Context: an optimization exercise on an open-source flow, tuned for small area, a short achievable clock period and few clock cycles per item. The choices shown serve that exercise and are no tape-out recipe.

## main
// angle_frame
module angle_frame(
	input clk,
	input rst,
	input start,
	input [11:0] x,
	input [11:0] y,
	output [55:0] frame,
	output frame_valid
    );
For scale: roughly 2600 cells after synthesis, roughly 84 I/O pins, ~0.016 mm² of cells after synthesis.
==> flow/config.mk <==
export PLATFORM = sky130hd
export DESIGN_NAME = angle_frame
export DESIGN_NICKNAME = angle_frame
export VERILOG_FILES = /design/flow/design.v
export SDC_FILE = /design/flow/constraint.sdc
export NUM_CORES = 8
export LEC_CHECK = 0
export CAP_MARGIN = 20
export CORE_MARGIN = 2
export CORE_UTILIZATION = 40
export CTS_BUF_LIST = sky130_fd_sc_hd__clkbuf_16
export CTS_CLUSTER_DIAMETER = 80
export CTS_CLUSTER_SIZE = 24
export SETUP_SLACK_MARGIN = 4.5
export SLEW_MARGIN = 20
export SYNTH_MEMORY_MAX_BITS = 65536
==> flow/constraint.sdc <==
create_clock -name core_clock -period 8.0 [get_ports {clk}]
set_input_delay 1.6000 -clock core_clock [delete_from_list [all_inputs] [get_ports {clk}]]
set_output_delay 1.6000 -clock core_clock [all_outputs]
set_load 0.01 [all_outputs]
standard.sh (not shown) runs the stock make flow with config.mk's settings and CLKGATE_MAP_FILE= SYNTH_SCRIPT=/design/flow/synth_recipe.tcl, a recipe that flattens the netlist after the stock synthesis.
==> flow/flow/run.sh <==
#!/bin/bash
# Layout flow: the standard synthesis, then the combinational logic
# (everything but the flip-flops, which keep their names and cells) is
# re-mapped by ABC with an area-recovering script; then the standard
# layout from the netlist, with sky130_fd_sc_hd__buf_2 port buffers.
# Every tool's output goes to a log file in this folder.
set -euo pipefail
bash standard.sh synth > flow_synth.log 2>&1
R=orfs/results/sky130hd/angle_frame/base
cp $R/1_2_yosys.v $R/1_2_yosys_standard.v
LIB=$FLOW_HOME/platforms/sky130hd/lib/sky130_fd_sc_hd__tt_025C_1v80.lib
sed -e "s#@IN@#$R/1_2_yosys_standard.v#" -e "s#@OUT@#$R/1_2_yosys.v#" \
    -e "s#@LIB@#$LIB#g" -e "s#@ABC@#flow/resynth.abc#" flow/resynth.ys > resynth.ys
yosys -l yosys_resynth.log -q resynth.ys > /dev/null 2>&1
bash standard.sh BUFFER_PORTS_ARGS="-buffer_cell sky130_fd_sc_hd__buf_2" finish > flow_finish.log 2>&1
Other scripts of this flow, unchanged in this note and not shown: flow/flow/resynth.abc, flow/flow/resynth.ys
Input-level comparison between the feature branch and main:
--- a/flow/design.v
+++ b/flow/design.v
@@ -113,16 +113,13 @@
 			xr <= xnext;
 			rr <= rnext;
 			zr <= znext;
 		end
 	end
 	wire [14:0] zl = zr[14:0] ^ {15{dn}};
-	wire far2 = ~|a[29:14] & (zl >= {a[13:0], 1'b0});
-	wire far1 = ~|a[29:15] & (zl >= a[14:0]);
-	wire flip = rnext[34] ^ d;
-	assign done = far2 | (flip & far1);
+	assign done = ~|a[29:14] & (zl >= {a[13:0], 1'b0});
 	assign z = zr;
 endmodule
 module add35(input [34:0] a, input [34:0] b, input ci, output [34:0] s);
 	wire [34:0] p0 = a ^ b;
 	wire [34:0] g0 = a & b;
 	wire gc0 = g0[0] | (p0[0] & ci);
@@ -693,18 +690,18 @@
 module conv_dec_ascii(
 	input  [16:0] d_in,
 	output [20:0] digits     
     );
 	wire [6:0] i = d_in[16:10];
 	wire [9:0] f = d_in[9:0];
-	wire [13:0] m1 = {1'b0, f, 3'b0} + {3'b0, f, 1'b0};
-	wire [13:0] m2 = {1'b0, m1[9:0], 3'b0} + {3'b0, m1[9:0], 1'b0};
-	wire [13:0] m3 = {1'b0, m2[9:0], 3'b0} + {3'b0, m2[9:0], 1'b0};
-	wire [3:0] qh = m1[13:10];
-	wire [3:0] qt = m2[13:10];
-	wire [3:0] qo = m3[13:10];
+	wire [13:0] p1 = {1'b0, f, 3'b0} + {3'b0, f, 1'b0};
+	wire [16:0] p2 = {1'b0, f, 6'b0} + {2'b0, f, 5'b0} + {5'b0, f, 2'b0};
+	wire [13:0] p3 = {1'b0, p2[9:0], 3'b0} + {3'b0, p2[9:0], 1'b0};
+	wire [3:0] qh = p1[13:10];
+	wire [3:0] qt = p2[13:10] - {qh[0], 3'b0} - {qh[2:0], 1'b0};
+	wire [3:0] qo = p3[13:10];
 	wire [3:0] it = (i >= 7'd120) ? 4'd12 : (i >= 7'd110) ? 4'd11 : (i >= 7'd100) ? 4'd10 :
 	                (i >= 7'd90) ? 4'd9 : (i >= 7'd80) ? 4'd8 : (i >= 7'd70) ? 4'd7 :
 	                (i >= 7'd60) ? 4'd6 : (i >= 7'd50) ? 4'd5 : (i >= 7'd40) ? 4'd4 :
 	                (i >= 7'd30) ? 4'd3 : (i >= 7'd20) ? 4'd2 : (i >= 7'd10) ? 4'd1 : 4'd0;
 	wire [6:0] io = i - {it, 3'b0} - {2'b0, it, 1'b0};
 	wire       ih = it[3] & (it[2] | it[1]);
@@ -742,33 +739,33 @@
 	output [55:0] frame,
 	output frame_valid
     );
 	reg        busy;
 	reg        valid;
 	reg  [20:0] dig;
-	reg  [7:0]  crc_hi;          
+	reg  [7:0]  crc;
 	wire [31:0] z;
 	wire [20:0] dig_next;
-	wire [7:0]  crc_hi_next, crc_lo, crc_0;
+	wire [7:0]  crc_hi, crc_lo, crc_0;
 	wire        done;
 	atang Arctg_alg(.clk(clk), .load(start), .x(x), .y(y), .z(z), .done(done));
 	conv_dec_ascii Conversie(.d_in(z[31:15]), .digits(dig_next));
-	CRC crc_a(.digits({dig_next[20:4], 4'd0}), .crc(crc_hi_next));
-	CRC crc_b(.digits({17'd0, dig[3:0]}), .crc(crc_lo));
+	CRC crc_a(.digits({dig_next[20:4], 4'd0}), .crc(crc_hi));
+	CRC crc_b(.digits({17'd0, dig_next[3:0]}), .crc(crc_lo));
 	CRC crc_c(.digits(21'd0), .crc(crc_0));
 	wire last = done;
 	always @(posedge clk) begin
 		dig <= dig_next;
-		crc_hi <= crc_hi_next;
+		crc <= crc_hi ^ crc_lo ^ crc_0;
 		if (rst) begin
 			busy  <= 1'b0;
 			valid <= 1'b0;
 		end else begin
 			busy  <= start | (busy & ~last);
 			valid <= busy & last;
 		end
 	end
 	assign frame = {7'b0011000, dig[20], 4'h3, dig[19:16], 4'h3, dig[15:12],
 	                4'h3, dig[11:8], 4'h3, dig[7:4], 4'h3, dig[3:0],
-	                crc_hi ^ crc_lo ^ crc_0};
+	                crc};
 	assign frame_valid = valid;
 endmodule
Findings:
The feature branch completed; timing, DRC and antenna clean
Compared with main, the feature branch shows a higher worst setup slack after layout.
Post-route fraction of the period consumed by the critical path down 0.95 points in the feature branch wrt main
Per the comparison of the feature branch with main, worst slack at placement saw an increase; post-detailed-routing wire length shows a reduction of about 4%.
Function was not checked in any run of this note: the RTL went through the layout flow alone.

[static timing again, ports no longer ideal]
Ports are ideal in the flow. The routed layouts listed here were re-timed in OpenROAD.
Step 1: set_driving_cell puts a clkbuf_16 on clk and a buf_2 on each other input, an assumption about the parent block.
Step 2 adds t to the input delays and takes it off the output delays; t is the mean of the earliest and latest rising clock arrival at the registers after step 1. Input paths then give back, and output paths get back, about the clock's delay inside the block.
Slacks: no drivers / after step 1 / after step 2; pairs: no drivers / after step 1.
run	t, ns	slack for setup (ns)	clock arrival spread, ns
main	0.591	4.603 / 4.603 / 4.136	0.026 / 0.027
the feature branch	0.589	4.679 / 4.679 / 4.171	0.021 / 0.021
After both steps setup and hold are still met in every run listed. For the feature branch, which loses most, drivers alone change the setup slack by 0.000 ns; drivers and shift together by -0.508 ns.
